What follows belongs to an exercise in optimizing a design on an open flow for small area, a short achievable clock period and few clock cycles per item; a production flow would make more cautious choices. At most, simulation tests tie the RTL to the original design; equivalence was not proved. Function not checked in run 1: the RTL went through the layout flow alone.

==> flow/design.v, too long to show whole: its modules and the start of the top module <==
// module ysyx_041461_CSA: 10 lines
// module ysyx_041461_HA: 9 lines
// module ysyx_041461_MUL: 1201 lines
module ysyx_041461_MUL(
    input  wire   [0:0]  clk             ,
    input  wire   [0:0]  rst             ,
    input  wire   [0:0]  MUL_valid_in    ,
    input  wire   [1:0]  MUL_signed      ,
    input  wire   [63:0] MUL_multiplicand,
    input  wire   [63:0] MUL_multiplier  ,
    output wire   [0:0]  MUL_valid_out   ,
    output wire   [63:0] MUL_result_hi   ,
    output wire   [63:0] MUL_result_lo
);
  // ...
==> flow/run.sh <==
#!/bin/bash
# synth_recipe.tcl (not shown) runs the flow's synth.tcl, then flattens the netlist and writes it again
# the make line also repeats each setting of config.mk as NAME=value (left out here)
make -C /OpenROAD-flow-scripts/flow DESIGN_CONFIG=/design/flow/config.mk WORK_HOME=/design/flow/orfs CLKGATE_MAP_FILE= SYNTH_SCRIPT=/design/flow/synth_recipe.tcl finish
==> flow/config.mk <==
export PLATFORM = sky130hd
export DESIGN_NAME = ysyx_041461_MUL
export DESIGN_NICKNAME = ysyx_041461_MUL
export VERILOG_FILES = /design/flow/design.v
export SDC_FILE = /design/flow/constraint.sdc
export NUM_CORES = 4
export LEC_CHECK = 0
export ABC_CLOCK_PERIOD_IN_PS = 600
export CAP_MARGIN = 20
export CELL_PAD_IN_SITES_DETAIL_PLACEMENT = 1
export CELL_PAD_IN_SITES_GLOBAL_PLACEMENT = 2
export CORE_MARGIN = 2
export CORE_UTILIZATION = 30
export SETUP_SLACK_MARGIN = 5
export SLEW_MARGIN = 20
export SYNTH_HIERARCHICAL = 1
==> flow/constraint.sdc <==
create_clock -name core_clock -period 8.0 [get_ports {clk}]
set_input_delay 1.6000 -clock core_clock [delete_from_list [all_inputs] [get_ports {clk}]]
set_output_delay 1.6000 -clock core_clock [all_outputs]
set_load 0.01 [all_outputs]
==> run summary, run 1 <==
outcome=complete, no violations; sum of negative setup slack=0 ps; FILL cells=9296; Seq cells post-synth=just under 400; FMAX=between 0.3 and 0.4 GHz; Largest regs=C x75, S x75, hi x66; met3 Track Usage GR=3.205%; final hold vios=0; Setup Skew=16.81 ps; CTS root buffer=clkbuf_16; simple-gate area share of the yosys netlist=6.802%; share of layout cells above drive strength 1=between 10% and 20%; TritonCTS clock tree=done; CP startpoint kind=flop; Max-area cell class=multi-input gates; Met1 Wirelength=41.80 mm; Worst Tran Pin Value=slightly above 900 ps; worst skew pair latency=610 ps; non-clk buf share=9.802%; grt peak-use layer=met2; clk sinks=just under 400; Post-CTS Hold Fix Bufs=0; reg-to-reg critical path endpoint=hi[42]$_DFF_P_; final-layout clock-cell area share=between 5 and 6%; Post-CTS Setup Inserts=29; final RePlAce weighted congestion=~0.85
==> inputs of run 2 (changes only) <==
--- a/flow/design.v
+++ b/flow/design.v
@@ -10,2 +10,24 @@
 endmodule
+module ysyx_041461_PGn(
+    input  wire [0:0] gh,
+    input  wire [0:0] ph,
+    input  wire [0:0] gl,
+    input  wire [0:0] pl,
+    output wire [0:0] g ,
+    output wire [0:0] p
+);
+assign g = ~(gh | ph & gl);
+assign p = ~(ph & pl);
+endmodule
+module ysyx_041461_PGp(
+    input  wire [0:0] gh,
+    input  wire [0:0] ph,
+    input  wire [0:0] gl,
+    input  wire [0:0] pl,
+    output wire [0:0] g ,
+    output wire [0:0] p
+);
+assign g = ~(gh & (ph | gl));
+assign p = ~(ph | pl);
+endmodule
 module ysyx_041461_HA(
@@ -509,6 +531,619 @@
 wire n3_in = n3 & ~first[0];
-wire [73:0] V = S[73:0] + C[73:0];
-wire [8:0] low = S[7:0] + C[7:0];
+wire [73:0] hp, hg;
+ysyx_041461_HA uh0 (.a(S[0]), .b(C[0]), .cout(hg[0]), .s(hp[0]));
+ysyx_041461_HA uh1 (.a(S[1]), .b(C[1]), .cout(hg[1]), .s(hp[1]));
+ysyx_041461_HA uh2 (.a(S[2]), .b(C[2]), .cout(hg[2]), .s(hp[2]));
+ysyx_041461_HA uh3 (.a(S[3]), .b(C[3]), .cout(hg[3]), .s(hp[3]));
+ysyx_041461_HA uh4 (.a(S[4]), .b(C[4]), .cout(hg[4]), .s(hp[4]));
+ysyx_041461_HA uh5 (.a(S[5]), .b(C[5]), .cout(hg[5]), .s(hp[5]));
+ysyx_041461_HA uh6 (.a(S[6]), .b(C[6]), .cout(hg[6]), .s(hp[6]));
+ysyx_041461_HA uh7 (.a(S[7]), .b(C[7]), .cout(hg[7]), .s(hp[7]));
+ysyx_041461_HA uh8 (.a(S[8]), .b(C[8]), .cout(hg[8]), .s(hp[8]));
+ysyx_041461_HA uh9 (.a(S[9]), .b(C[9]), .cout(hg[9]), .s(hp[9]));
+ysyx_041461_HA uh10 (.a(S[10]), .b(C[10]), .cout(hg[10]), .s(hp[10]));
+ysyx_041461_HA uh11 (.a(S[11]), .b(C[11]), .cout(hg[11]), .s(hp[11]));
+ysyx_041461_HA uh12 (.a(S[12]), .b(C[12]), .cout(hg[12]), .s(hp[12]));
+ysyx_041461_HA uh13 (.a(S[13]), .b(C[13]), .cout(hg[13]), .s(hp[13]));
+ysyx_041461_HA uh14 (.a(S[14]), .b(C[14]), .cout(hg[14]), .s(hp[14]));
+ysyx_041461_HA uh15 (.a(S[15]), .b(C[15]), .cout(hg[15]), .s(hp[15]));
+ysyx_041461_HA uh16 (.a(S[16]), .b(C[16]), .cout(hg[16]), .s(hp[16]));
+ysyx_041461_HA uh17 (.a(S[17]), .b(C[17]), .cout(hg[17]), .s(hp[17]));
+ysyx_041461_HA uh18 (.a(S[18]), .b(C[18]), .cout(hg[18]), .s(hp[18]));
+ysyx_041461_HA uh19 (.a(S[19]), .b(C[19]), .cout(hg[19]), .s(hp[19]));
+ysyx_041461_HA uh20 (.a(S[20]), .b(C[20]), .cout(hg[20]), .s(hp[20]));
+ysyx_041461_HA uh21 (.a(S[21]), .b(C[21]), .cout(hg[21]), .s(hp[21]));
+ysyx_041461_HA uh22 (.a(S[22]), .b(C[22]), .cout(hg[22]), .s(hp[22]));
+ysyx_041461_HA uh23 (.a(S[23]), .b(C[23]), .cout(hg[23]), .s(hp[23]));
+ysyx_041461_HA uh24 (.a(S[24]), .b(C[24]), .cout(hg[24]), .s(hp[24]));
+ysyx_041461_HA uh25 (.a(S[25]), .b(C[25]), .cout(hg[25]), .s(hp[25]));
+ysyx_041461_HA uh26 (.a(S[26]), .b(C[26]), .cout(hg[26]), .s(hp[26]));
+ysyx_041461_HA uh27 (.a(S[27]), .b(C[27]), .cout(hg[27]), .s(hp[27]));
+ysyx_041461_HA uh28 (.a(S[28]), .b(C[28]), .cout(hg[28]), .s(hp[28]));
+ysyx_041461_HA uh29 (.a(S[29]), .b(C[29]), .cout(hg[29]), .s(hp[29]));
+ysyx_041461_HA uh30 (.a(S[30]), .b(C[30]), .cout(hg[30]), .s(hp[30]));
+ysyx_041461_HA uh31 (.a(S[31]), .b(C[31]), .cout(hg[31]), .s(hp[31]));
+ysyx_041461_HA uh32 (.a(S[32]), .b(C[32]), .cout(hg[32]), .s(hp[32]));
+ysyx_041461_HA uh33 (.a(S[33]), .b(C[33]), .cout(hg[33]), .s(hp[33]));
+ysyx_041461_HA uh34 (.a(S[34]), .b(C[34]), .cout(hg[34]), .s(hp[34]));
+ysyx_041461_HA uh35 (.a(S[35]), .b(C[35]), .cout(hg[35]), .s(hp[35]));
+ysyx_041461_HA uh36 (.a(S[36]), .b(C[36]), .cout(hg[36]), .s(hp[36]));
+ysyx_041461_HA uh37 (.a(S[37]), .b(C[37]), .cout(hg[37]), .s(hp[37]));
+ysyx_041461_HA uh38 (.a(S[38]), .b(C[38]), .cout(hg[38]), .s(hp[38]));
+ysyx_041461_HA uh39 (.a(S[39]), .b(C[39]), .cout(hg[39]), .s(hp[39]));
+ysyx_041461_HA uh40 (.a(S[40]), .b(C[40]), .cout(hg[40]), .s(hp[40]));
+ysyx_041461_HA uh41 (.a(S[41]), .b(C[41]), .cout(hg[41]), .s(hp[41]));
+ysyx_041461_HA uh42 (.a(S[42]), .b(C[42]), .cout(hg[42]), .s(hp[42]));
+ysyx_041461_HA uh43 (.a(S[43]), .b(C[43]), .cout(hg[43]), .s(hp[43]));
+ysyx_041461_HA uh44 (.a(S[44]), .b(C[44]), .cout(hg[44]), .s(hp[44]));
+ysyx_041461_HA uh45 (.a(S[45]), .b(C[45]), .cout(hg[45]), .s(hp[45]));
+ysyx_041461_HA uh46 (.a(S[46]), .b(C[46]), .cout(hg[46]), .s(hp[46]));
+ysyx_041461_HA uh47 (.a(S[47]), .b(C[47]), .cout(hg[47]), .s(hp[47]));
+ysyx_041461_HA uh48 (.a(S[48]), .b(C[48]), .cout(hg[48]), .s(hp[48]));
+ysyx_041461_HA uh49 (.a(S[49]), .b(C[49]), .cout(hg[49]), .s(hp[49]));
+ysyx_041461_HA uh50 (.a(S[50]), .b(C[50]), .cout(hg[50]), .s(hp[50]));
+ysyx_041461_HA uh51 (.a(S[51]), .b(C[51]), .cout(hg[51]), .s(hp[51]));
+ysyx_041461_HA uh52 (.a(S[52]), .b(C[52]), .cout(hg[52]), .s(hp[52]));
+ysyx_041461_HA uh53 (.a(S[53]), .b(C[53]), .cout(hg[53]), .s(hp[53]));
+ysyx_041461_HA uh54 (.a(S[54]), .b(C[54]), .cout(hg[54]), .s(hp[54]));
+ysyx_041461_HA uh55 (.a(S[55]), .b(C[55]), .cout(hg[55]), .s(hp[55]));
+ysyx_041461_HA uh56 (.a(S[56]), .b(C[56]), .cout(hg[56]), .s(hp[56]));
+ysyx_041461_HA uh57 (.a(S[57]), .b(C[57]), .cout(hg[57]), .s(hp[57]));
+ysyx_041461_HA uh58 (.a(S[58]), .b(C[58]), .cout(hg[58]), .s(hp[58]));
+ysyx_041461_HA uh59 (.a(S[59]), .b(C[59]), .cout(hg[59]), .s(hp[59]));
+ysyx_041461_HA uh60 (.a(S[60]), .b(C[60]), .cout(hg[60]), .s(hp[60]));
+ysyx_041461_HA uh61 (.a(S[61]), .b(C[61]), .cout(hg[61]), .s(hp[61]));
+ysyx_041461_HA uh62 (.a(S[62]), .b(C[62]), .cout(hg[62]), .s(hp[62]));
+ysyx_041461_HA uh63 (.a(S[63]), .b(C[63]), .cout(hg[63]), .s(hp[63]));
+ysyx_041461_HA uh64 (.a(S[64]), .b(C[64]), .cout(hg[64]), .s(hp[64]));
+ysyx_041461_HA uh65 (.a(S[65]), .b(C[65]), .cout(hg[65]), .s(hp[65]));
+ysyx_041461_HA uh66 (.a(S[66]), .b(C[66]), .cout(hg[66]), .s(hp[66]));
+ysyx_041461_HA uh67 (.a(S[67]), .b(C[67]), .cout(hg[67]), .s(hp[67]));
+ysyx_041461_HA uh68 (.a(S[68]), .b(C[68]), .cout(hg[68]), .s(hp[68]));
+ysyx_041461_HA uh69 (.a(S[69]), .b(C[69]), .cout(hg[69]), .s(hp[69]));
+ysyx_041461_HA uh70 (.a(S[70]), .b(C[70]), .cout(hg[70]), .s(hp[70]));
+ysyx_041461_HA uh71 (.a(S[71]), .b(C[71]), .cout(hg[71]), .s(hp[71]));
+ysyx_041461_HA uh72 (.a(S[72]), .b(C[72]), .cout(hg[72]), .s(hp[72]));
+ysyx_041461_HA uh73 (.a(S[73]), .b(C[73]), .cout(hg[73]), .s(hp[73]));
+wire pg_g1, pg_p1;
+ysyx_041461_PGn up1 (.gh(hg[1]), .ph(hp[1]), .gl(hg[0]), .pl(hp[0]), .g(pg_g1), .p(pg_p1));
+wire pg_g2, pg_p2;
+ysyx_041461_PGn up2 (.gh(hg[3]), .ph(hp[3]), .gl(hg[2]), .pl(hp[2]), .g(pg_g2), .p(pg_p2));
+wire pg_g3, pg_p3;
+ysyx_041461_PGn up3 (.gh(hg[5]), .ph(hp[5]), .gl(hg[4]), .pl(hp[4]), .g(pg_g3), .p(pg_p3));
+wire pg_g4, pg_p4;
+ysyx_041461_PGn up4 (.gh(hg[7]), .ph(hp[7]), .gl(hg[6]), .pl(hp[6]), .g(pg_g4), .p(pg_p4));
+wire pg_g5, pg_p5;
+ysyx_041461_PGn up5 (.gh(hg[9]), .ph(hp[9]), .gl(hg[8]), .pl(hp[8]), .g(pg_g5), .p(pg_p5));
+wire pg_g6, pg_p6;
+ysyx_041461_PGn up6 (.gh(hg[11]), .ph(hp[11]), .gl(hg[10]), .pl(hp[10]), .g(pg_g6), .p(pg_p6));
+wire pg_g7, pg_p7;
+ysyx_041461_PGn up7 (.gh(hg[13]), .ph(hp[13]), .gl(hg[12]), .pl(hp[12]), .g(pg_g7), .p(pg_p7));
+wire pg_g8, pg_p8;
+ysyx_041461_PGn up8 (.gh(hg[15]), .ph(hp[15]), .gl(hg[14]), .pl(hp[14]), .g(pg_g8), .p(pg_p8));
+wire pg_g9, pg_p9;
+ysyx_041461_PGn up9 (.gh(hg[17]), .ph(hp[17]), .gl(hg[16]), .pl(hp[16]), .g(pg_g9), .p(pg_p9));
+wire pg_g10, pg_p10;
+ysyx_041461_PGn up10 (.gh(hg[19]), .ph(hp[19]), .gl(hg[18]), .pl(hp[18]), .g(pg_g10), .p(pg_p10));
+wire pg_g11, pg_p11;
+ysyx_041461_PGn up11 (.gh(hg[21]), .ph(hp[21]), .gl(hg[20]), .pl(hp[20]), .g(pg_g11), .p(pg_p11));
+wire pg_g12, pg_p12;
+ysyx_041461_PGn up12 (.gh(hg[23]), .ph(hp[23]), .gl(hg[22]), .pl(hp[22]), .g(pg_g12), .p(pg_p12));
+wire pg_g13, pg_p13;
+ysyx_041461_PGn up13 (.gh(hg[25]), .ph(hp[25]), .gl(hg[24]), .pl(hp[24]), .g(pg_g13), .p(pg_p13));
+wire pg_g14, pg_p14;
+ysyx_041461_PGn up14 (.gh(hg[27]), .ph(hp[27]), .gl(hg[26]), .pl(hp[26]), .g(pg_g14), .p(pg_p14));
+wire pg_g15, pg_p15;
+ysyx_041461_PGn up15 (.gh(hg[29]), .ph(hp[29]), .gl(hg[28]), .pl(hp[28]), .g(pg_g15), .p(pg_p15));
+wire pg_g16, pg_p16;
+ysyx_041461_PGn up16 (.gh(hg[31]), .ph(hp[31]), .gl(hg[30]), .pl(hp[30]), .g(pg_g16), .p(pg_p16));
+wire pg_g17, pg_p17;
+ysyx_041461_PGn up17 (.gh(hg[33]), .ph(hp[33]), .gl(hg[32]), .pl(hp[32]), .g(pg_g17), .p(pg_p17));
+wire pg_g18, pg_p18;
+ysyx_041461_PGn up18 (.gh(hg[35]), .ph(hp[35]), .gl(hg[34]), .pl(hp[34]), .g(pg_g18), .p(pg_p18));
+wire pg_g19, pg_p19;
+ysyx_041461_PGn up19 (.gh(hg[37]), .ph(hp[37]), .gl(hg[36]), .pl(hp[36]), .g(pg_g19), .p(pg_p19));
+wire pg_g20, pg_p20;
+ysyx_041461_PGn up20 (.gh(hg[39]), .ph(hp[39]), .gl(hg[38]), .pl(hp[38]), .g(pg_g20), .p(pg_p20));
+wire pg_g21, pg_p21;
+ysyx_041461_PGn up21 (.gh(hg[41]), .ph(hp[41]), .gl(hg[40]), .pl(hp[40]), .g(pg_g21), .p(pg_p21));
+wire pg_g22, pg_p22;
+ysyx_041461_PGn up22 (.gh(hg[43]), .ph(hp[43]), .gl(hg[42]), .pl(hp[42]), .g(pg_g22), .p(pg_p22));
+wire pg_g23, pg_p23;
+ysyx_041461_PGn up23 (.gh(hg[45]), .ph(hp[45]), .gl(hg[44]), .pl(hp[44]), .g(pg_g23), .p(pg_p23));
+wire pg_g24, pg_p24;
+ysyx_041461_PGn up24 (.gh(hg[47]), .ph(hp[47]), .gl(hg[46]), .pl(hp[46]), .g(pg_g24), .p(pg_p24));
+wire pg_g25, pg_p25;
+ysyx_041461_PGn up25 (.gh(hg[49]), .ph(hp[49]), .gl(hg[48]), .pl(hp[48]), .g(pg_g25), .p(pg_p25));
+wire pg_g26, pg_p26;
+ysyx_041461_PGn up26 (.gh(hg[51]), .ph(hp[51]), .gl(hg[50]), .pl(hp[50]), .g(pg_g26), .p(pg_p26));
+wire pg_g27, pg_p27;
+ysyx_041461_PGn up27 (.gh(hg[53]), .ph(hp[53]), .gl(hg[52]), .pl(hp[52]), .g(pg_g27), .p(pg_p27));
+wire pg_g28, pg_p28;
+ysyx_041461_PGn up28 (.gh(hg[55]), .ph(hp[55]), .gl(hg[54]), .pl(hp[54]), .g(pg_g28), .p(pg_p28));
+wire pg_g29, pg_p29;
+ysyx_041461_PGn up29 (.gh(hg[57]), .ph(hp[57]), .gl(hg[56]), .pl(hp[56]), .g(pg_g29), .p(pg_p29));
+wire pg_g30, pg_p30;
+ysyx_041461_PGn up30 (.gh(hg[59]), .ph(hp[59]), .gl(hg[58]), .pl(hp[58]), .g(pg_g30), .p(pg_p30));
+wire pg_g31, pg_p31;
+ysyx_041461_PGn up31 (.gh(hg[61]), .ph(hp[61]), .gl(hg[60]), .pl(hp[60]), .g(pg_g31), .p(pg_p31));
+wire pg_g32, pg_p32;
+ysyx_041461_PGn up32 (.gh(hg[63]), .ph(hp[63]), .gl(hg[62]), .pl(hp[62]), .g(pg_g32), .p(pg_p32));
+wire pg_g33, pg_p33;
+ysyx_041461_PGn up33 (.gh(hg[65]), .ph(hp[65]), .gl(hg[64]), .pl(hp[64]), .g(pg_g33), .p(pg_p33));
+wire pg_g34, pg_p34;
+ysyx_041461_PGn up34 (.gh(hg[67]), .ph(hp[67]), .gl(hg[66]), .pl(hp[66]), .g(pg_g34), .p(pg_p34));
+wire pg_g35, pg_p35;
+ysyx_041461_PGn up35 (.gh(hg[69]), .ph(hp[69]), .gl(hg[68]), .pl(hp[68]), .g(pg_g35), .p(pg_p35));
+wire pg_g36, pg_p36;
+ysyx_041461_PGn up36 (.gh(hg[71]), .ph(hp[71]), .gl(hg[70]), .pl(hp[70]), .g(pg_g36), .p(pg_p36));
+wire pg_g37, pg_p37;
+ysyx_041461_PGn up37 (.gh(hg[73]), .ph(hp[73]), .gl(hg[72]), .pl(hp[72]), .g(pg_g37), .p(pg_p37));
+wire pg_g38, pg_p38;
+ysyx_041461_PGp up38 (.gh(pg_g2), .ph(pg_p2), .gl(pg_g1), .pl(1'b0), .g(pg_g38), .p(pg_p38));
+wire pg_g39, pg_p39;
+ysyx_041461_PGp up39 (.gh(pg_g3), .ph(pg_p3), .gl(pg_g2), .pl(pg_p2), .g(pg_g39), .p(pg_p39));
+wire pg_g40, pg_p40;
+ysyx_041461_PGp up40 (.gh(pg_g4), .ph(pg_p4), .gl(pg_g3), .pl(pg_p3), .g(pg_g40), .p(pg_p40));
+wire pg_g41, pg_p41;
+ysyx_041461_PGp up41 (.gh(pg_g5), .ph(pg_p5), .gl(pg_g4), .pl(pg_p4), .g(pg_g41), .p(pg_p41));
+wire pg_g42, pg_p42;
+ysyx_041461_PGp up42 (.gh(pg_g6), .ph(pg_p6), .gl(pg_g5), .pl(pg_p5), .g(pg_g42), .p(pg_p42));
+wire pg_g43, pg_p43;
+ysyx_041461_PGp up43 (.gh(pg_g7), .ph(pg_p7), .gl(pg_g6), .pl(pg_p6), .g(pg_g43), .p(pg_p43));
+wire pg_g44, pg_p44;
+ysyx_041461_PGp up44 (.gh(pg_g8), .ph(pg_p8), .gl(pg_g7), .pl(pg_p7), .g(pg_g44), .p(pg_p44));
+wire pg_g45, pg_p45;
+ysyx_041461_PGp up45 (.gh(pg_g9), .ph(pg_p9), .gl(pg_g8), .pl(pg_p8), .g(pg_g45), .p(pg_p45));
+wire pg_g46, pg_p46;
+ysyx_041461_PGp up46 (.gh(pg_g10), .ph(pg_p10), .gl(pg_g9), .pl(pg_p9), .g(pg_g46), .p(pg_p46));
+wire pg_g47, pg_p47;
+ysyx_041461_PGp up47 (.gh(pg_g11), .ph(pg_p11), .gl(pg_g10), .pl(pg_p10), .g(pg_g47), .p(pg_p47));
+wire pg_g48, pg_p48;
+ysyx_041461_PGp up48 (.gh(pg_g12), .ph(pg_p12), .gl(pg_g11), .pl(pg_p11), .g(pg_g48), .p(pg_p48));
+wire pg_g49, pg_p49;
+ysyx_041461_PGp up49 (.gh(pg_g13), .ph(pg_p13), .gl(pg_g12), .pl(pg_p12), .g(pg_g49), .p(pg_p49));
+wire pg_g50, pg_p50;
+ysyx_041461_PGp up50 (.gh(pg_g14), .ph(pg_p14), .gl(pg_g13), .pl(pg_p13), .g(pg_g50), .p(pg_p50));
+wire pg_g51, pg_p51;
+ysyx_041461_PGp up51 (.gh(pg_g15), .ph(pg_p15), .gl(pg_g14), .pl(pg_p14), .g(pg_g51), .p(pg_p51));
+wire pg_g52, pg_p52;
+ysyx_041461_PGp up52 (.gh(pg_g16), .ph(pg_p16), .gl(pg_g15), .pl(pg_p15), .g(pg_g52), .p(pg_p52));
+wire pg_g53, pg_p53;
+ysyx_041461_PGp up53 (.gh(pg_g17), .ph(pg_p17), .gl(pg_g16), .pl(pg_p16), .g(pg_g53), .p(pg_p53));
+wire pg_g54, pg_p54;
+ysyx_041461_PGp up54 (.gh(pg_g18), .ph(pg_p18), .gl(pg_g17), .pl(pg_p17), .g(pg_g54), .p(pg_p54));
+wire pg_g55, pg_p55;
+ysyx_041461_PGp up55 (.gh(pg_g19), .ph(pg_p19), .gl(pg_g18), .pl(pg_p18), .g(pg_g55), .p(pg_p55));
+wire pg_g56, pg_p56;
+ysyx_041461_PGp up56 (.gh(pg_g20), .ph(pg_p20), .gl(pg_g19), .pl(pg_p19), .g(pg_g56), .p(pg_p56));
+wire pg_g57, pg_p57;
+ysyx_041461_PGp up57 (.gh(pg_g21), .ph(pg_p21), .gl(pg_g20), .pl(pg_p20), .g(pg_g57), .p(pg_p57));
+wire pg_g58, pg_p58;
+ysyx_041461_PGp up58 (.gh(pg_g22), .ph(pg_p22), .gl(pg_g21), .pl(pg_p21), .g(pg_g58), .p(pg_p58));
+wire pg_g59, pg_p59;
+ysyx_041461_PGp up59 (.gh(pg_g23), .ph(pg_p23), .gl(pg_g22), .pl(pg_p22), .g(pg_g59), .p(pg_p59));
+wire pg_g60, pg_p60;
+ysyx_041461_PGp up60 (.gh(pg_g24), .ph(pg_p24), .gl(pg_g23), .pl(pg_p23), .g(pg_g60), .p(pg_p60));
+wire pg_g61, pg_p61;
+ysyx_041461_PGp up61 (.gh(pg_g25), .ph(pg_p25), .gl(pg_g24), .pl(pg_p24), .g(pg_g61), .p(pg_p61));
+wire pg_g62, pg_p62;
+ysyx_041461_PGp up62 (.gh(pg_g26), .ph(pg_p26), .gl(pg_g25), .pl(pg_p25), .g(pg_g62), .p(pg_p62));
+wire pg_g63, pg_p63;
+ysyx_041461_PGp up63 (.gh(pg_g27), .ph(pg_p27), .gl(pg_g26), .pl(pg_p26), .g(pg_g63), .p(pg_p63));
+wire pg_g64, pg_p64;
+ysyx_041461_PGp up64 (.gh(pg_g28), .ph(pg_p28), .gl(pg_g27), .pl(pg_p27), .g(pg_g64), .p(pg_p64));
+wire pg_g65, pg_p65;
+ysyx_041461_PGp up65 (.gh(pg_g29), .ph(pg_p29), .gl(pg_g28), .pl(pg_p28), .g(pg_g65), .p(pg_p65));
+wire pg_g66, pg_p66;
+ysyx_041461_PGp up66 (.gh(pg_g30), .ph(pg_p30), .gl(pg_g29), .pl(pg_p29), .g(pg_g66), .p(pg_p66));
+wire pg_g67, pg_p67;
+ysyx_041461_PGp up67 (.gh(pg_g31), .ph(pg_p31), .gl(pg_g30), .pl(pg_p30), .g(pg_g67), .p(pg_p67));
+wire pg_g68, pg_p68;
+ysyx_041461_PGp up68 (.gh(pg_g32), .ph(pg_p32), .gl(pg_g31), .pl(pg_p31), .g(pg_g68), .p(pg_p68));
+wire pg_g69, pg_p69;
+ysyx_041461_PGp up69 (.gh(pg_g33), .ph(pg_p33), .gl(pg_g32), .pl(pg_p32), .g(pg_g69), .p(pg_p69));
+wire pg_g70, pg_p70;
+ysyx_041461_PGp up70 (.gh(pg_g34), .ph(pg_p34), .gl(pg_g33), .pl(pg_p33), .g(pg_g70), .p(pg_p70));
+wire pg_g71, pg_p71;
+ysyx_041461_PGp up71 (.gh(pg_g35), .ph(pg_p35), .gl(pg_g34), .pl(pg_p34), .g(pg_g71), .p(pg_p71));
+wire pg_g72, pg_p72;
+ysyx_041461_PGp up72 (.gh(pg_g36), .ph(pg_p36), .gl(pg_g35), .pl(pg_p35), .g(pg_g72), .p(pg_p72));
+wire pg_g73, pg_p73;
+ysyx_041461_PGp up73 (.gh(pg_g37), .ph(pg_p37), .gl(pg_g36), .pl(pg_p36), .g(pg_g73), .p(pg_p73));
+wire pg_g74, pg_p74;
+ysyx_041461_PGn up74 (.gh(pg_g39), .ph(pg_p39), .gl(~pg_g1), .pl(1'b0), .g(pg_g74), .p(pg_p74));
+wire pg_g75, pg_p75;
+ysyx_041461_PGn up75 (.gh(pg_g40), .ph(pg_p40), .gl(pg_g38), .pl(1'b0), .g(pg_g75), .p(pg_p75));
+wire pg_g76, pg_p76;
+ysyx_041461_PGn up76 (.gh(pg_g41), .ph(pg_p41), .gl(pg_g39), .pl(pg_p39), .g(pg_g76), .p(pg_p76));
+wire pg_g77, pg_p77;
+ysyx_041461_PGn up77 (.gh(pg_g42), .ph(pg_p42), .gl(pg_g40), .pl(pg_p40), .g(pg_g77), .p(pg_p77));
+wire pg_g78, pg_p78;
+ysyx_041461_PGn up78 (.gh(pg_g43), .ph(pg_p43), .gl(pg_g41), .pl(pg_p41), .g(pg_g78), .p(pg_p78));
+wire pg_g79, pg_p79;
+ysyx_041461_PGn up79 (.gh(pg_g44), .ph(pg_p44), .gl(pg_g42), .pl(pg_p42), .g(pg_g79), .p(pg_p79));
+wire pg_g80, pg_p80;
+ysyx_041461_PGn up80 (.gh(pg_g45), .ph(pg_p45), .gl(pg_g43), .pl(pg_p43), .g(pg_g80), .p(pg_p80));
+wire pg_g81, pg_p81;
+ysyx_041461_PGn up81 (.gh(pg_g46), .ph(pg_p46), .gl(pg_g44), .pl(pg_p44), .g(pg_g81), .p(pg_p81));
+wire pg_g82, pg_p82;
+ysyx_041461_PGn up82 (.gh(pg_g47), .ph(pg_p47), .gl(pg_g45), .pl(pg_p45), .g(pg_g82), .p(pg_p82));
+wire pg_g83, pg_p83;
+ysyx_041461_PGn up83 (.gh(pg_g48), .ph(pg_p48), .gl(pg_g46), .pl(pg_p46), .g(pg_g83), .p(pg_p83));
+wire pg_g84, pg_p84;
+ysyx_041461_PGn up84 (.gh(pg_g49), .ph(pg_p49), .gl(pg_g47), .pl(pg_p47), .g(pg_g84), .p(pg_p84));
+wire pg_g85, pg_p85;
+ysyx_041461_PGn up85 (.gh(pg_g50), .ph(pg_p50), .gl(pg_g48), .pl(pg_p48), .g(pg_g85), .p(pg_p85));
+wire pg_g86, pg_p86;
+ysyx_041461_PGn up86 (.gh(pg_g51), .ph(pg_p51), .gl(pg_g49), .pl(pg_p49), .g(pg_g86), .p(pg_p86));
+wire pg_g87, pg_p87;
+ysyx_041461_PGn up87 (.gh(pg_g52), .ph(pg_p52), .gl(pg_g50), .pl(pg_p50), .g(pg_g87), .p(pg_p87));
+wire pg_g88, pg_p88;
+ysyx_041461_PGn up88 (.gh(pg_g53), .ph(pg_p53), .gl(pg_g51), .pl(pg_p51), .g(pg_g88), .p(pg_p88));
+wire pg_g89, pg_p89;
+ysyx_041461_PGn up89 (.gh(pg_g54), .ph(pg_p54), .gl(pg_g52), .pl(pg_p52), .g(pg_g89), .p(pg_p89));
+wire pg_g90, pg_p90;
+ysyx_041461_PGn up90 (.gh(pg_g55), .ph(pg_p55), .gl(pg_g53), .pl(pg_p53), .g(pg_g90), .p(pg_p90));
+wire pg_g91, pg_p91;
+ysyx_041461_PGn up91 (.gh(pg_g56), .ph(pg_p56), .gl(pg_g54), .pl(pg_p54), .g(pg_g91), .p(pg_p91));
+wire pg_g92, pg_p92;
+ysyx_041461_PGn up92 (.gh(pg_g57), .ph(pg_p57), .gl(pg_g55), .pl(pg_p55), .g(pg_g92), .p(pg_p92));
+wire pg_g93, pg_p93;
+ysyx_041461_PGn up93 (.gh(pg_g58), .ph(pg_p58), .gl(pg_g56), .pl(pg_p56), .g(pg_g93), .p(pg_p93));
+wire pg_g94, pg_p94;
+ysyx_041461_PGn up94 (.gh(pg_g59), .ph(pg_p59), .gl(pg_g57), .pl(pg_p57), .g(pg_g94), .p(pg_p94));
+wire pg_g95, pg_p95;
+ysyx_041461_PGn up95 (.gh(pg_g60), .ph(pg_p60), .gl(pg_g58), .pl(pg_p58), .g(pg_g95), .p(pg_p95));
+wire pg_g96, pg_p96;
+ysyx_041461_PGn up96 (.gh(pg_g61), .ph(pg_p61), .gl(pg_g59), .pl(pg_p59), .g(pg_g96), .p(pg_p96));
+wire pg_g97, pg_p97;
+ysyx_041461_PGn up97 (.gh(pg_g62), .ph(pg_p62), .gl(pg_g60), .pl(pg_p60), .g(pg_g97), .p(pg_p97));
+wire pg_g98, pg_p98;
+ysyx_041461_PGn up98 (.gh(pg_g63), .ph(pg_p63), .gl(pg_g61), .pl(pg_p61), .g(pg_g98), .p(pg_p98));
+wire pg_g99, pg_p99;
+ysyx_041461_PGn up99 (.gh(pg_g64), .ph(pg_p64), .gl(pg_g62), .pl(pg_p62), .g(pg_g99), .p(pg_p99));
+wire pg_g100, pg_p100;
+ysyx_041461_PGn up100 (.gh(pg_g65), .ph(pg_p65), .gl(pg_g63), .pl(pg_p63), .g(pg_g100), .p(pg_p100));
+wire pg_g101, pg_p101;
+ysyx_041461_PGn up101 (.gh(pg_g66), .ph(pg_p66), .gl(pg_g64), .pl(pg_p64), .g(pg_g101), .p(pg_p101));
+wire pg_g102, pg_p102;
+ysyx_041461_PGn up102 (.gh(pg_g67), .ph(pg_p67), .gl(pg_g65), .pl(pg_p65), .g(pg_g102), .p(pg_p102));
+wire pg_g103, pg_p103;
+ysyx_041461_PGn up103 (.gh(pg_g68), .ph(pg_p68), .gl(pg_g66), .pl(pg_p66), .g(pg_g103), .p(pg_p103));
+wire pg_g104, pg_p104;
+ysyx_041461_PGn up104 (.gh(pg_g69), .ph(pg_p69), .gl(pg_g67), .pl(pg_p67), .g(pg_g104), .p(pg_p104));
+wire pg_g105, pg_p105;
+ysyx_041461_PGn up105 (.gh(pg_g70), .ph(pg_p70), .gl(pg_g68), .pl(pg_p68), .g(pg_g105), .p(pg_p105));
+wire pg_g106, pg_p106;
+ysyx_041461_PGn up106 (.gh(pg_g71), .ph(pg_p71), .gl(pg_g69), .pl(pg_p69), .g(pg_g106), .p(pg_p106));
+wire pg_g107, pg_p107;
+ysyx_041461_PGn up107 (.gh(pg_g72), .ph(pg_p72), .gl(pg_g70), .pl(pg_p70), .g(pg_g107), .p(pg_p107));
+wire pg_g108, pg_p108;
+ysyx_041461_PGn up108 (.gh(pg_g73), .ph(pg_p73), .gl(pg_g71), .pl(pg_p71), .g(pg_g108), .p(pg_p108));
+wire pg_g109, pg_p109;
+ysyx_041461_PGp up109 (.gh(pg_g76), .ph(pg_p76), .gl(pg_g1), .pl(1'b0), .g(pg_g109), .p(pg_p109));
+wire pg_g110, pg_p110;
+ysyx_041461_PGp up110 (.gh(pg_g77), .ph(pg_p77), .gl(~pg_g38), .pl(1'b0), .g(pg_g110), .p(pg_p110));
+wire pg_g111, pg_p111;
+ysyx_041461_PGp up111 (.gh(pg_g78), .ph(pg_p78), .gl(pg_g74), .pl(1'b0), .g(pg_g111), .p(pg_p111));
+wire pg_g112, pg_p112;
+ysyx_041461_PGp up112 (.gh(pg_g79), .ph(pg_p79), .gl(pg_g75), .pl(1'b0), .g(pg_g112), .p(pg_p112));
+wire pg_g113, pg_p113;
+ysyx_041461_PGp up113 (.gh(pg_g80), .ph(pg_p80), .gl(pg_g76), .pl(pg_p76), .g(pg_g113), .p(pg_p113));
+wire pg_g114, pg_p114;
+ysyx_041461_PGp up114 (.gh(pg_g81), .ph(pg_p81), .gl(pg_g77), .pl(pg_p77), .g(pg_g114), .p(pg_p114));
+wire pg_g115, pg_p115;
+ysyx_041461_PGp up115 (.gh(pg_g82), .ph(pg_p82), .gl(pg_g78), .pl(pg_p78), .g(pg_g115), .p(pg_p115));
+wire pg_g116, pg_p116;
+ysyx_041461_PGp up116 (.gh(pg_g83), .ph(pg_p83), .gl(pg_g79), .pl(pg_p79), .g(pg_g116), .p(pg_p116));
+wire pg_g117, pg_p117;
+ysyx_041461_PGp up117 (.gh(pg_g84), .ph(pg_p84), .gl(pg_g80), .pl(pg_p80), .g(pg_g117), .p(pg_p117));
+wire pg_g118, pg_p118;
+ysyx_041461_PGp up118 (.gh(pg_g85), .ph(pg_p85), .gl(pg_g81), .pl(pg_p81), .g(pg_g118), .p(pg_p118));
+wire pg_g119, pg_p119;
+ysyx_041461_PGp up119 (.gh(pg_g86), .ph(pg_p86), .gl(pg_g82), .pl(pg_p82), .g(pg_g119), .p(pg_p119));
+wire pg_g120, pg_p120;
+ysyx_041461_PGp up120 (.gh(pg_g87), .ph(pg_p87), .gl(pg_g83), .pl(pg_p83), .g(pg_g120), .p(pg_p120));
+wire pg_g121, pg_p121;
+ysyx_041461_PGp up121 (.gh(pg_g88), .ph(pg_p88), .gl(pg_g84), .pl(pg_p84), .g(pg_g121), .p(pg_p121));
+wire pg_g122, pg_p122;
+ysyx_041461_PGp up122 (.gh(pg_g89), .ph(pg_p89), .gl(pg_g85), .pl(pg_p85), .g(pg_g122), .p(pg_p122));
+wire pg_g123, pg_p123;
+ysyx_041461_PGp up123 (.gh(pg_g90), .ph(pg_p90), .gl(pg_g86), .pl(pg_p86), .g(pg_g123), .p(pg_p123));
+wire pg_g124, pg_p124;
+ysyx_041461_PGp up124 (.gh(pg_g91), .ph(pg_p91), .gl(pg_g87), .pl(pg_p87), .g(pg_g124), .p(pg_p124));
+wire pg_g125, pg_p125;
+ysyx_041461_PGp up125 (.gh(pg_g92), .ph(pg_p92), .gl(pg_g88), .pl(pg_p88), .g(pg_g125), .p(pg_p125));
+wire pg_g126, pg_p126;
+ysyx_041461_PGp up126 (.gh(pg_g93), .ph(pg_p93), .gl(pg_g89), .pl(pg_p89), .g(pg_g126), .p(pg_p126));
+wire pg_g127, pg_p127;
+ysyx_041461_PGp up127 (.gh(pg_g94), .ph(pg_p94), .gl(pg_g90), .pl(pg_p90), .g(pg_g127), .p(pg_p127));
+wire pg_g128, pg_p128;
+ysyx_041461_PGp up128 (.gh(pg_g95), .ph(pg_p95), .gl(pg_g91), .pl(pg_p91), .g(pg_g128), .p(pg_p128));
+wire pg_g129, pg_p129;
+ysyx_041461_PGp up129 (.gh(pg_g96), .ph(pg_p96), .gl(pg_g92), .pl(pg_p92), .g(pg_g129), .p(pg_p129));
+wire pg_g130, pg_p130;
+ysyx_041461_PGp up130 (.gh(pg_g97), .ph(pg_p97), .gl(pg_g93), .pl(pg_p93), .g(pg_g130), .p(pg_p130));
+wire pg_g131, pg_p131;
+ysyx_041461_PGp up131 (.gh(pg_g98), .ph(pg_p98), .gl(pg_g94), .pl(pg_p94), .g(pg_g131), .p(pg_p131));
+wire pg_g132, pg_p132;
+ysyx_041461_PGp up132 (.gh(pg_g99), .ph(pg_p99), .gl(pg_g95), .pl(pg_p95), .g(pg_g132), .p(pg_p132));
+wire pg_g133, pg_p133;
+ysyx_041461_PGp up133 (.gh(pg_g100), .ph(pg_p100), .gl(pg_g96), .pl(pg_p96), .g(pg_g133), .p(pg_p133));
+wire pg_g134, pg_p134;
+ysyx_041461_PGp up134 (.gh(pg_g101), .ph(pg_p101), .gl(pg_g97), .pl(pg_p97), .g(pg_g134), .p(pg_p134));
+wire pg_g135, pg_p135;
+ysyx_041461_PGp up135 (.gh(pg_g102), .ph(pg_p102), .gl(pg_g98), .pl(pg_p98), .g(pg_g135), .p(pg_p135));
+wire pg_g136, pg_p136;
+ysyx_041461_PGp up136 (.gh(pg_g103), .ph(pg_p103), .gl(pg_g99), .pl(pg_p99), .g(pg_g136), .p(pg_p136));
+wire pg_g137, pg_p137;
+ysyx_041461_PGp up137 (.gh(pg_g104), .ph(pg_p104), .gl(pg_g100), .pl(pg_p100), .g(pg_g137), .p(pg_p137));
+wire pg_g138, pg_p138;
+ysyx_041461_PGp up138 (.gh(pg_g105), .ph(pg_p105), .gl(pg_g101), .pl(pg_p101), .g(pg_g138), .p(pg_p138));
+wire pg_g139, pg_p139;
+ysyx_041461_PGp up139 (.gh(pg_g106), .ph(pg_p106), .gl(pg_g102), .pl(pg_p102), .g(pg_g139), .p(pg_p139));
+wire pg_g140, pg_p140;
+ysyx_041461_PGp up140 (.gh(pg_g107), .ph(pg_p107), .gl(pg_g103), .pl(pg_p103), .g(pg_g140), .p(pg_p140));
+wire pg_g141, pg_p141;
+ysyx_041461_PGp up141 (.gh(pg_g108), .ph(pg_p108), .gl(pg_g104), .pl(pg_p104), .g(pg_g141), .p(pg_p141));
+wire pg_g142, pg_p142;
+ysyx_041461_PGn up142 (.gh(pg_g113), .ph(pg_p113), .gl(~pg_g1), .pl(1'b0), .g(pg_g142), .p(pg_p142));
+wire pg_g143, pg_p143;
+ysyx_041461_PGn up143 (.gh(pg_g114), .ph(pg_p114), .gl(pg_g38), .pl(1'b0), .g(pg_g143), .p(pg_p143));
+wire pg_g144, pg_p144;
+ysyx_041461_PGn up144 (.gh(pg_g115), .ph(pg_p115), .gl(~pg_g74), .pl(1'b0), .g(pg_g144), .p(pg_p144));
+wire pg_g145, pg_p145;
+ysyx_041461_PGn up145 (.gh(pg_g116), .ph(pg_p116), .gl(~pg_g75), .pl(1'b0), .g(pg_g145), .p(pg_p145));
+wire pg_g146, pg_p146;
+ysyx_041461_PGn up146 (.gh(pg_g117), .ph(pg_p117), .gl(pg_g109), .pl(1'b0), .g(pg_g146), .p(pg_p146));
+wire pg_g147, pg_p147;
+ysyx_041461_PGn up147 (.gh(pg_g118), .ph(pg_p118), .gl(pg_g110), .pl(1'b0), .g(pg_g147), .p(pg_p147));
+wire pg_g148, pg_p148;
+ysyx_041461_PGn up148 (.gh(pg_g119), .ph(pg_p119), .gl(pg_g111), .pl(1'b0), .g(pg_g148), .p(pg_p148));
+wire pg_g149, pg_p149;
+ysyx_041461_PGn up149 (.gh(pg_g120), .ph(pg_p120), .gl(pg_g112), .pl(1'b0), .g(pg_g149), .p(pg_p149));
+wire pg_g150, pg_p150;
+ysyx_041461_PGn up150 (.gh(pg_g121), .ph(pg_p121), .gl(pg_g113), .pl(pg_p113), .g(pg_g150), .p(pg_p150));
+wire pg_g151, pg_p151;
+ysyx_041461_PGn up151 (.gh(pg_g122), .ph(pg_p122), .gl(pg_g114), .pl(pg_p114), .g(pg_g151), .p(pg_p151));
+wire pg_g152, pg_p152;
+ysyx_041461_PGn up152 (.gh(pg_g123), .ph(pg_p123), .gl(pg_g115), .pl(pg_p115), .g(pg_g152), .p(pg_p152));
+wire pg_g153, pg_p153;
+ysyx_041461_PGn up153 (.gh(pg_g124), .ph(pg_p124), .gl(pg_g116), .pl(pg_p116), .g(pg_g153), .p(pg_p153));
+wire pg_g154, pg_p154;
+ysyx_041461_PGn up154 (.gh(pg_g125), .ph(pg_p125), .gl(pg_g117), .pl(pg_p117), .g(pg_g154), .p(pg_p154));
+wire pg_g155, pg_p155;
+ysyx_041461_PGn up155 (.gh(pg_g126), .ph(pg_p126), .gl(pg_g118), .pl(pg_p118), .g(pg_g155), .p(pg_p155));
+wire pg_g156, pg_p156;
+ysyx_041461_PGn up156 (.gh(pg_g127), .ph(pg_p127), .gl(pg_g119), .pl(pg_p119), .g(pg_g156), .p(pg_p156));
+wire pg_g157, pg_p157;
+ysyx_041461_PGn up157 (.gh(pg_g128), .ph(pg_p128), .gl(pg_g120), .pl(pg_p120), .g(pg_g157), .p(pg_p157));
+wire pg_g158, pg_p158;
+ysyx_041461_PGn up158 (.gh(pg_g129), .ph(pg_p129), .gl(pg_g121), .pl(pg_p121), .g(pg_g158), .p(pg_p158));
+wire pg_g159, pg_p159;
+ysyx_041461_PGn up159 (.gh(pg_g130), .ph(pg_p130), .gl(pg_g122), .pl(pg_p122), .g(pg_g159), .p(pg_p159));
+wire pg_g160, pg_p160;
+ysyx_041461_PGn up160 (.gh(pg_g131), .ph(pg_p131), .gl(pg_g123), .pl(pg_p123), .g(pg_g160), .p(pg_p160));
+wire pg_g161, pg_p161;
+ysyx_041461_PGn up161 (.gh(pg_g132), .ph(pg_p132), .gl(pg_g124), .pl(pg_p124), .g(pg_g161), .p(pg_p161));
+wire pg_g162, pg_p162;
+ysyx_041461_PGn up162 (.gh(pg_g133), .ph(pg_p133), .gl(pg_g125), .pl(pg_p125), .g(pg_g162), .p(pg_p162));
+wire pg_g163, pg_p163;
+ysyx_041461_PGn up163 (.gh(pg_g134), .ph(pg_p134), .gl(pg_g126), .pl(pg_p126), .g(pg_g163), .p(pg_p163));
+wire pg_g164, pg_p164;
+ysyx_041461_PGn up164 (.gh(pg_g135), .ph(pg_p135), .gl(pg_g127), .pl(pg_p127), .g(pg_g164), .p(pg_p164));
+wire pg_g165, pg_p165;
+ysyx_041461_PGn up165 (.gh(pg_g136), .ph(pg_p136), .gl(pg_g128), .pl(pg_p128), .g(pg_g165), .p(pg_p165));
+wire pg_g166, pg_p166;
+ysyx_041461_PGn up166 (.gh(pg_g137), .ph(pg_p137), .gl(pg_g129), .pl(pg_p129), .g(pg_g166), .p(pg_p166));
+wire pg_g167, pg_p167;
+ysyx_041461_PGn up167 (.gh(pg_g138), .ph(pg_p138), .gl(pg_g130), .pl(pg_p130), .g(pg_g167), .p(pg_p167));
+wire pg_g168, pg_p168;
+ysyx_041461_PGn up168 (.gh(pg_g139), .ph(pg_p139), .gl(pg_g131), .pl(pg_p131), .g(pg_g168), .p(pg_p168));
+wire pg_g169, pg_p169;
+ysyx_041461_PGn up169 (.gh(pg_g140), .ph(pg_p140), .gl(pg_g132), .pl(pg_p132), .g(pg_g169), .p(pg_p169));
+wire pg_g170, pg_p170;
+ysyx_041461_PGn up170 (.gh(pg_g141), .ph(pg_p141), .gl(pg_g133), .pl(pg_p133), .g(pg_g170), .p(pg_p170));
+wire pg_g171, pg_p171;
+ysyx_041461_PGp up171 (.gh(pg_g150), .ph(pg_p150), .gl(pg_g1), .pl(1'b0), .g(pg_g171), .p(pg_p171));
+wire pg_g172, pg_p172;
+ysyx_041461_PGp up172 (.gh(pg_g151), .ph(pg_p151), .gl(~pg_g38), .pl(1'b0), .g(pg_g172), .p(pg_p172));
+wire pg_g173, pg_p173;
+ysyx_041461_PGp up173 (.gh(pg_g152), .ph(pg_p152), .gl(pg_g74), .pl(1'b0), .g(pg_g173), .p(pg_p173));
+wire pg_g174, pg_p174;
+ysyx_041461_PGp up174 (.gh(pg_g153), .ph(pg_p153), .gl(pg_g75), .pl(1'b0), .g(pg_g174), .p(pg_p174));
+wire pg_g175, pg_p175;
+ysyx_041461_PGp up175 (.gh(pg_g154), .ph(pg_p154), .gl(~pg_g109), .pl(1'b0), .g(pg_g175), .p(pg_p175));
+wire pg_g176, pg_p176;
+ysyx_041461_PGp up176 (.gh(pg_g155), .ph(pg_p155), .gl(~pg_g110), .pl(1'b0), .g(pg_g176), .p(pg_p176));
+wire pg_g177, pg_p177;
+ysyx_041461_PGp up177 (.gh(pg_g156), .ph(pg_p156), .gl(~pg_g111), .pl(1'b0), .g(pg_g177), .p(pg_p177));
+wire pg_g178, pg_p178;
+ysyx_041461_PGp up178 (.gh(pg_g157), .ph(pg_p157), .gl(~pg_g112), .pl(1'b0), .g(pg_g178), .p(pg_p178));
+wire pg_g179, pg_p179;
+ysyx_041461_PGp up179 (.gh(pg_g158), .ph(pg_p158), .gl(pg_g142), .pl(1'b0), .g(pg_g179), .p(pg_p179));
+wire pg_g180, pg_p180;
+ysyx_041461_PGp up180 (.gh(pg_g159), .ph(pg_p159), .gl(pg_g143), .pl(1'b0), .g(pg_g180), .p(pg_p180));
+wire pg_g181, pg_p181;
+ysyx_041461_PGp up181 (.gh(pg_g160), .ph(pg_p160), .gl(pg_g144), .pl(1'b0), .g(pg_g181), .p(pg_p181));
+wire pg_g182, pg_p182;
+ysyx_041461_PGp up182 (.gh(pg_g161), .ph(pg_p161), .gl(pg_g145), .pl(1'b0), .g(pg_g182), .p(pg_p182));
+wire pg_g183, pg_p183;
+ysyx_041461_PGp up183 (.gh(pg_g162), .ph(pg_p162), .gl(pg_g146), .pl(1'b0), .g(pg_g183), .p(pg_p183));
+wire pg_g184, pg_p184;
+ysyx_041461_PGp up184 (.gh(pg_g163), .ph(pg_p163), .gl(pg_g147), .pl(1'b0), .g(pg_g184), .p(pg_p184));
+wire pg_g185, pg_p185;
+ysyx_041461_PGp up185 (.gh(pg_g164), .ph(pg_p164), .gl(pg_g148), .pl(1'b0), .g(pg_g185), .p(pg_p185));
+wire pg_g186, pg_p186;
+ysyx_041461_PGp up186 (.gh(pg_g165), .ph(pg_p165), .gl(pg_g149), .pl(1'b0), .g(pg_g186), .p(pg_p186));
+wire pg_g187, pg_p187;
+ysyx_041461_PGp up187 (.gh(pg_g166), .ph(pg_p166), .gl(pg_g150), .pl(pg_p150), .g(pg_g187), .p(pg_p187));
+wire pg_g188, pg_p188;
+ysyx_041461_PGp up188 (.gh(pg_g167), .ph(pg_p167), .gl(pg_g151), .pl(pg_p151), .g(pg_g188), .p(pg_p188));
+wire pg_g189, pg_p189;
+ysyx_041461_PGp up189 (.gh(pg_g168), .ph(pg_p168), .gl(pg_g152), .pl(pg_p152), .g(pg_g189), .p(pg_p189));
+wire pg_g190, pg_p190;
+ysyx_041461_PGp up190 (.gh(pg_g169), .ph(pg_p169), .gl(pg_g153), .pl(pg_p153), .g(pg_g190), .p(pg_p190));
+wire pg_g191, pg_p191;
+ysyx_041461_PGp up191 (.gh(pg_g170), .ph(pg_p170), .gl(pg_g154), .pl(pg_p154), .g(pg_g191), .p(pg_p191));
+wire pg_g192, pg_p192;
+ysyx_041461_PGn up192 (.gh(pg_g187), .ph(pg_p187), .gl(~pg_g1), .pl(1'b0), .g(pg_g192), .p(pg_p192));
+wire pg_g193, pg_p193;
+ysyx_041461_PGn up193 (.gh(pg_g188), .ph(pg_p188), .gl(pg_g38), .pl(1'b0), .g(pg_g193), .p(pg_p193));
+wire pg_g194, pg_p194;
+ysyx_041461_PGn up194 (.gh(pg_g189), .ph(pg_p189), .gl(~pg_g74), .pl(1'b0), .g(pg_g194), .p(pg_p194));
+wire pg_g195, pg_p195;
+ysyx_041461_PGn up195 (.gh(pg_g190), .ph(pg_p190), .gl(~pg_g75), .pl(1'b0), .g(pg_g195), .p(pg_p195));
+wire pg_g196, pg_p196;
+ysyx_041461_PGn up196 (.gh(pg_g191), .ph(pg_p191), .gl(pg_g109), .pl(1'b0), .g(pg_g196), .p(pg_p196));
+wire pg_g197, pg_p197;
+ysyx_041461_PGn up197 (.gh(hg[2]), .ph(hp[2]), .gl(~pg_g1), .pl(1'b0), .g(pg_g197), .p(pg_p197));
+wire pg_g198, pg_p198;
+ysyx_041461_PGn up198 (.gh(hg[4]), .ph(hp[4]), .gl(pg_g38), .pl(1'b0), .g(pg_g198), .p(pg_p198));
+wire pg_g199, pg_p199;
+ysyx_041461_PGn up199 (.gh(hg[6]), .ph(hp[6]), .gl(~pg_g74), .pl(1'b0), .g(pg_g199), .p(pg_p199));
+wire pg_g200, pg_p200;
+ysyx_041461_PGn up200 (.gh(hg[8]), .ph(hp[8]), .gl(~pg_g75), .pl(1'b0), .g(pg_g200), .p(pg_p200));
+wire pg_g201, pg_p201;
+ysyx_041461_PGn up201 (.gh(hg[10]), .ph(hp[10]), .gl(pg_g109), .pl(1'b0), .g(pg_g201), .p(pg_p201));
+wire pg_g202, pg_p202;
+ysyx_041461_PGn up202 (.gh(hg[12]), .ph(hp[12]), .gl(pg_g110), .pl(1'b0), .g(pg_g202), .p(pg_p202));
+wire pg_g203, pg_p203;
+ysyx_041461_PGn up203 (.gh(hg[14]), .ph(hp[14]), .gl(pg_g111), .pl(1'b0), .g(pg_g203), .p(pg_p203));
+wire pg_g204, pg_p204;
+ysyx_041461_PGn up204 (.gh(hg[16]), .ph(hp[16]), .gl(pg_g112), .pl(1'b0), .g(pg_g204), .p(pg_p204));
+wire pg_g205, pg_p205;
+ysyx_041461_PGn up205 (.gh(hg[18]), .ph(hp[18]), .gl(~pg_g142), .pl(1'b0), .g(pg_g205), .p(pg_p205));
+wire pg_g206, pg_p206;
+ysyx_041461_PGn up206 (.gh(hg[20]), .ph(hp[20]), .gl(~pg_g143), .pl(1'b0), .g(pg_g206), .p(pg_p206));
+wire pg_g207, pg_p207;
+ysyx_041461_PGn up207 (.gh(hg[22]), .ph(hp[22]), .gl(~pg_g144), .pl(1'b0), .g(pg_g207), .p(pg_p207));
+wire pg_g208, pg_p208;
+ysyx_041461_PGn up208 (.gh(hg[24]), .ph(hp[24]), .gl(~pg_g145), .pl(1'b0), .g(pg_g208), .p(pg_p208));
+wire pg_g209, pg_p209;
+ysyx_041461_PGn up209 (.gh(hg[26]), .ph(hp[26]), .gl(~pg_g146), .pl(1'b0), .g(pg_g209), .p(pg_p209));
+wire pg_g210, pg_p210;
+ysyx_041461_PGn up210 (.gh(hg[28]), .ph(hp[28]), .gl(~pg_g147), .pl(1'b0), .g(pg_g210), .p(pg_p210));
+wire pg_g211, pg_p211;
+ysyx_041461_PGn up211 (.gh(hg[30]), .ph(hp[30]), .gl(~pg_g148), .pl(1'b0), .g(pg_g211), .p(pg_p211));
+wire pg_g212, pg_p212;
+ysyx_041461_PGn up212 (.gh(hg[32]), .ph(hp[32]), .gl(~pg_g149), .pl(1'b0), .g(pg_g212), .p(pg_p212));
+wire pg_g213, pg_p213;
+ysyx_041461_PGn up213 (.gh(hg[34]), .ph(hp[34]), .gl(pg_g171), .pl(1'b0), .g(pg_g213), .p(pg_p213));
+wire pg_g214, pg_p214;
+ysyx_041461_PGn up214 (.gh(hg[36]), .ph(hp[36]), .gl(pg_g172), .pl(1'b0), .g(pg_g214), .p(pg_p214));
+wire pg_g215, pg_p215;
+ysyx_041461_PGn up215 (.gh(hg[38]), .ph(hp[38]), .gl(pg_g173), .pl(1'b0), .g(pg_g215), .p(pg_p215));
+wire pg_g216, pg_p216;
+ysyx_041461_PGn up216 (.gh(hg[40]), .ph(hp[40]), .gl(pg_g174), .pl(1'b0), .g(pg_g216), .p(pg_p216));
+wire pg_g217, pg_p217;
+ysyx_041461_PGn up217 (.gh(hg[42]), .ph(hp[42]), .gl(pg_g175), .pl(1'b0), .g(pg_g217), .p(pg_p217));
+wire pg_g218, pg_p218;
+ysyx_041461_PGn up218 (.gh(hg[44]), .ph(hp[44]), .gl(pg_g176), .pl(1'b0), .g(pg_g218), .p(pg_p218));
+wire pg_g219, pg_p219;
+ysyx_041461_PGn up219 (.gh(hg[46]), .ph(hp[46]), .gl(pg_g177), .pl(1'b0), .g(pg_g219), .p(pg_p219));
+wire pg_g220, pg_p220;
+ysyx_041461_PGn up220 (.gh(hg[48]), .ph(hp[48]), .gl(pg_g178), .pl(1'b0), .g(pg_g220), .p(pg_p220));
+wire pg_g221, pg_p221;
+ysyx_041461_PGn up221 (.gh(hg[50]), .ph(hp[50]), .gl(pg_g179), .pl(1'b0), .g(pg_g221), .p(pg_p221));
+wire pg_g222, pg_p222;
+ysyx_041461_PGn up222 (.gh(hg[52]), .ph(hp[52]), .gl(pg_g180), .pl(1'b0), .g(pg_g222), .p(pg_p222));
+wire pg_g223, pg_p223;
+ysyx_041461_PGn up223 (.gh(hg[54]), .ph(hp[54]), .gl(pg_g181), .pl(1'b0), .g(pg_g223), .p(pg_p223));
+wire pg_g224, pg_p224;
+ysyx_041461_PGn up224 (.gh(hg[56]), .ph(hp[56]), .gl(pg_g182), .pl(1'b0), .g(pg_g224), .p(pg_p224));
+wire pg_g225, pg_p225;
+ysyx_041461_PGn up225 (.gh(hg[58]), .ph(hp[58]), .gl(pg_g183), .pl(1'b0), .g(pg_g225), .p(pg_p225));
+wire pg_g226, pg_p226;
+ysyx_041461_PGn up226 (.gh(hg[60]), .ph(hp[60]), .gl(pg_g184), .pl(1'b0), .g(pg_g226), .p(pg_p226));
+wire pg_g227, pg_p227;
+ysyx_041461_PGn up227 (.gh(hg[62]), .ph(hp[62]), .gl(pg_g185), .pl(1'b0), .g(pg_g227), .p(pg_p227));
+wire pg_g228, pg_p228;
+ysyx_041461_PGn up228 (.gh(hg[64]), .ph(hp[64]), .gl(pg_g186), .pl(1'b0), .g(pg_g228), .p(pg_p228));
+wire pg_g229, pg_p229;
+ysyx_041461_PGn up229 (.gh(hg[66]), .ph(hp[66]), .gl(~pg_g192), .pl(1'b0), .g(pg_g229), .p(pg_p229));
+wire pg_g230, pg_p230;
+ysyx_041461_PGn up230 (.gh(hg[68]), .ph(hp[68]), .gl(~pg_g193), .pl(1'b0), .g(pg_g230), .p(pg_p230));
+wire pg_g231, pg_p231;
+ysyx_041461_PGn up231 (.gh(hg[70]), .ph(hp[70]), .gl(~pg_g194), .pl(1'b0), .g(pg_g231), .p(pg_p231));
+wire pg_g232, pg_p232;
+ysyx_041461_PGn up232 (.gh(hg[72]), .ph(hp[72]), .gl(~pg_g195), .pl(1'b0), .g(pg_g232), .p(pg_p232));
+wire [73:0] V;
+assign V[0] = hp[0];
+assign V[1] = hp[1] ^ hg[0];
+assign V[2] = ~(hp[2] ^ pg_g1);
+assign V[3] = ~(hp[3] ^ pg_g197);
+assign V[4] = hp[4] ^ pg_g38;
+assign V[5] = ~(hp[5] ^ pg_g198);
+assign V[6] = ~(hp[6] ^ pg_g74);
+assign V[7] = ~(hp[7] ^ pg_g199);
+assign V[8] = ~(hp[8] ^ pg_g75);
+assign V[9] = ~(hp[9] ^ pg_g200);
+assign V[10] = hp[10] ^ pg_g109;
+assign V[11] = ~(hp[11] ^ pg_g201);
+assign V[12] = hp[12] ^ pg_g110;
+assign V[13] = ~(hp[13] ^ pg_g202);
+assign V[14] = hp[14] ^ pg_g111;
+assign V[15] = ~(hp[15] ^ pg_g203);
+assign V[16] = hp[16] ^ pg_g112;
+assign V[17] = ~(hp[17] ^ pg_g204);
+assign V[18] = ~(hp[18] ^ pg_g142);
+assign V[19] = ~(hp[19] ^ pg_g205);
+assign V[20] = ~(hp[20] ^ pg_g143);
+assign V[21] = ~(hp[21] ^ pg_g206);
+assign V[22] = ~(hp[22] ^ pg_g144);
+assign V[23] = ~(hp[23] ^ pg_g207);
+assign V[24] = ~(hp[24] ^ pg_g145);
+assign V[25] = ~(hp[25] ^ pg_g208);
+assign V[26] = ~(hp[26] ^ pg_g146);
+assign V[27] = ~(hp[27] ^ pg_g209);
+assign V[28] = ~(hp[28] ^ pg_g147);
+assign V[29] = ~(hp[29] ^ pg_g210);
+assign V[30] = ~(hp[30] ^ pg_g148);
+assign V[31] = ~(hp[31] ^ pg_g211);
+assign V[32] = ~(hp[32] ^ pg_g149);
+assign V[33] = ~(hp[33] ^ pg_g212);
+assign V[34] = hp[34] ^ pg_g171;
+assign V[35] = ~(hp[35] ^ pg_g213);
+assign V[36] = hp[36] ^ pg_g172;
+assign V[37] = ~(hp[37] ^ pg_g214);
+assign V[38] = hp[38] ^ pg_g173;
+assign V[39] = ~(hp[39] ^ pg_g215);
+assign V[40] = hp[40] ^ pg_g174;
+assign V[41] = ~(hp[41] ^ pg_g216);
+assign V[42] = hp[42] ^ pg_g175;
+assign V[43] = ~(hp[43] ^ pg_g217);
+assign V[44] = hp[44] ^ pg_g176;
+assign V[45] = ~(hp[45] ^ pg_g218);
+assign V[46] = hp[46] ^ pg_g177;
+assign V[47] = ~(hp[47] ^ pg_g219);
+assign V[48] = hp[48] ^ pg_g178;
+assign V[49] = ~(hp[49] ^ pg_g220);
+assign V[50] = hp[50] ^ pg_g179;
+assign V[51] = ~(hp[51] ^ pg_g221);
+assign V[52] = hp[52] ^ pg_g180;
+assign V[53] = ~(hp[53] ^ pg_g222);
+assign V[54] = hp[54] ^ pg_g181;
+assign V[55] = ~(hp[55] ^ pg_g223);
+assign V[56] = hp[56] ^ pg_g182;
+assign V[57] = ~(hp[57] ^ pg_g224);
+assign V[58] = hp[58] ^ pg_g183;
+assign V[59] = ~(hp[59] ^ pg_g225);
+assign V[60] = hp[60] ^ pg_g184;
+assign V[61] = ~(hp[61] ^ pg_g226);
+assign V[62] = hp[62] ^ pg_g185;
+assign V[63] = ~(hp[63] ^ pg_g227);
+assign V[64] = hp[64] ^ pg_g186;
+assign V[65] = ~(hp[65] ^ pg_g228);
+assign V[66] = ~(hp[66] ^ pg_g192);
+assign V[67] = ~(hp[67] ^ pg_g229);
+assign V[68] = ~(hp[68] ^ pg_g193);
+assign V[69] = ~(hp[69] ^ pg_g230);
+assign V[70] = ~(hp[70] ^ pg_g194);
+assign V[71] = ~(hp[71] ^ pg_g231);
+assign V[72] = ~(hp[72] ^ pg_g195);
+assign V[73] = ~(hp[73] ^ pg_g232);
+wire c8_raw = ~pg_g75;
 assign chunk = V[7:0];
-wire c8 = low[8] & ~first[0];
+wire c8 = c8_raw & ~first[0];
 reg [65:0] hi;
--- a/flow/config.mk
+++ b/flow/config.mk
@@ -7,3 +7,2 @@
 export LEC_CHECK = 0
-export ABC_CLOCK_PERIOD_IN_PS = 600
 export CAP_MARGIN = 20
@@ -13,2 +12,4 @@
 export CORE_UTILIZATION = 30
+export CTS_CLUSTER_DIAMETER = 100
+export CTS_CLUSTER_SIZE = 25
 export SETUP_SLACK_MARGIN = 5
==> run 2 against run 1 <==
  * Final cell count is 8.6% lower
  * Global-route usage down 0.95 points
  * Synthesized cell count fell by 8.5%
  * Non-clock buffer count is 42 lower
  * First-iteration DRC count up 3.8%
  * Sequential share of layout area grew 2.1 points
  * Fmax grew 11%
  * Critical path type is now reg -> out
  * Critical endpoint is now MUL_result_lo[38]
  * Highest routed layer unchanged
==> run summary, run 2 <==
clk sinks=396 (unchanged); worst hold path endpoint=ph[3]$_DFF_PP0_ (was ph[10]$_DFF_PP0_); final setup vio count=0 (unchanged); vias per cell=5.006 (was 5.028); FILL cells=9066 (was 9296); Post-DP HPWL=66.02 mm (was 66.80 mm); drt wl/cell=24.82 um (was 24.12 um); antenna-violating nets left=0 (unchanged); minimum clock period=2944 ps (was 3272 ps); grt peak-use layer=met2 (unchanged); Crit Path Class=reg -> out (was reg -> reg); Yosys warnings=7 (unchanged); Post-Layout Cell Count=3430 (was 3752); max-cap violation count=0 (unchanged); drt drc=0 (unchanged); sum of negative setup slack=0 ps (unchanged); initial antenna violation count=6 (was 4); Avg Inst Size Synth=11.20 um2 (was 10.44 um2); outcome=complete, no violations (unchanged); htree depth=1 (was 2); reg-to-reg critical path endpoint=C[9]$_DFF_P_ (was hi[42]$_DFF_P_); CP startpoint kind=flop (unchanged); placed insts=3362 (was 3604); Die ar.=86260 um2 (was 87890 um2); CP endpoint kind=output pin (was flop); most common cell after layout, fill and taps aside=dfxtp_1 (unchanged); Ports=262 (unchanged); routed vias=17171 (was 18866); number of global-route vias before repair=19062 (was 20773); Max stage delay on crit path=410 ps (was 400 ps); final RePlAce weighted congestion=0.8408 (was 0.8477); Setup Skew=47.55 ps (was 16.81 ps); Die H=293.7 um (was 296.5 um); TritonCTS Buffers=26 (was 51); routing usage on met1=25.86% (was 28.69%); worst path bufs/invs=1 (was 4); TritonCTS clock tree=done (unchanged); Critical Path RT=6400 ps (was 8510 ps); mapped cell area=25180 um2 (was 25660 um2); Post-CTS Hold Fix Bufs=0 (unchanged); Worst Tran Pin Value=908.6 ps (was 908.3 ps); DRT Pass-1 Iters=5 (unchanged); R2R cell count=8 (was 16); reg2reg start=ph[1]$_DFF_PP0_ (was C[0]$_DFF_P_); GR Util All Layers=19.58% (was 20.54%); period utilization=36.80% (was 40.89%); pin count of the biggest net entering global routing=80 (unchanged); FMAX=0.3397 GHz (was 0.3057 GHz); DRT iter0 DRCs=1094 (was 1054); Hold Path Depth=0 (unchanged); core box area=83420 um2 (was 85010 um2); met3 Track Usage GR=1.828% (was 3.205%); unrepaired setup endpoints after global routing=yes (unchanged); CTS root buffer=clkbuf_16 (unchanged); # port buffers=261 (unchanged); crit-path cells=dlygate4sd2_1 (was ha_4 > inv_2 > fa_2 > nor2b_2 > o31a_1 > o21a_1 > o211ai_1 > buf_4 > a2111oi_4 > o21ai_2 > buf_6 > buf_8 > nor3_4 > nor2_2 > o21ai_1 > xor2_1); Crit Path Max Fanout=2 (was 3); worst skew pair latency=630 ps (was 610 ps); CTS Buffer Depth=3 (unchanged); crit path DAT=1340 ps (was 3780 ps); Final Max Slew Viols=0 (unchanged); Reg2Reg Setup Slack=5060 ps (was 4730 ps); Hold Crit Class=reg -> reg (unchanged); area delta synth->final=15.61% (was 22.72%); share of layout cells above drive strength 1=16.95% (was 13.88%); NumNets Final=2808 (was 3046); Worst-path clk slew=100 ps (was 60 ps); die width=293.7 um (was 296.5 um); final hold vios=0 (unchanged); Largest regs=C x75, S x75, hi x66 (unchanged)
-- run 2: cell type report --
class | instances | area (um2) | share of cell area (%)
antenna | 2 | 5.005 | 0.01719
clock buffer | 29 | 661.9 | 2.274
clock inverter | 18 | 237.7 | 0.8167
inverter | 32 | 131.4 | 0.4514
multi-input combinational | 1584 | 15800 | 54.30
sequential | 396 | 8178 | 28.10
tap | 1080 | 1351 | 4.643
timing repair buffer | 286 | 2715 | 9.328
timing repair inverter | 3 | 22.52 | 0.07738
-- run 2: worst max-delay path by stage --
stage                  startpoint                end  slack [ps]  cells after the start
6_report            Q[40]$_DFF_P_  MUL_result_lo[38]        5060                      1
5_1_grt              S[1]$_DFF_P_     hi[55]$_DFF_P_        4960                      9
4_1_cts        first_r2$_DFF_PP1_      C[66]$_DFF_P_        4990                      6
3_5_place_dp     first_r1$_DFF_P_      C[38]$_DFF_P_        4350                      5
3_3_place_gp   first_r2$_DFF_PP1_      C[66]$_DFF_P_        4470                      6
2_1_floorplan     ph[1]$_DFF_PP0_       C[9]$_DFF_P_        5120                      7
-- run 2: repair_timing --
action                     4_1_cts  5_1_grt
buffers inserted                10        3
gates resized for setup        177        8
cloned                           6        0
setup endpoints to repair      259       30
pin swaps                        2        2
-- run 2: stage by stage --
step | utilization [%] | setup WS [ps] | cell area, um2 | hold WS, ps
after global routing | 34.89 | 4963 | 29100 | 369.9
after floorplan | - | 5116 | 25190 | 329.0
after global placement | 33.62 | 4471 | 28040 | 333.1
after detailed placement | 33.62 | 4350 | 28040 | 335.7
after CTS | 34.80 | 4987 | 29030 | 359.5
final | 34.89 | 5056 | 29110 | 354.5
-- run 2: metal layers --
layer	part of all wire (%)	up-vias
met5	0	-
li1	-	7731
met3	3.2	78
met4	2.0	0
met2	51	371
met1	44	8991
Testbench counts of run 2, summed over its fixed seeds: cycles 26,400, items 2,400.
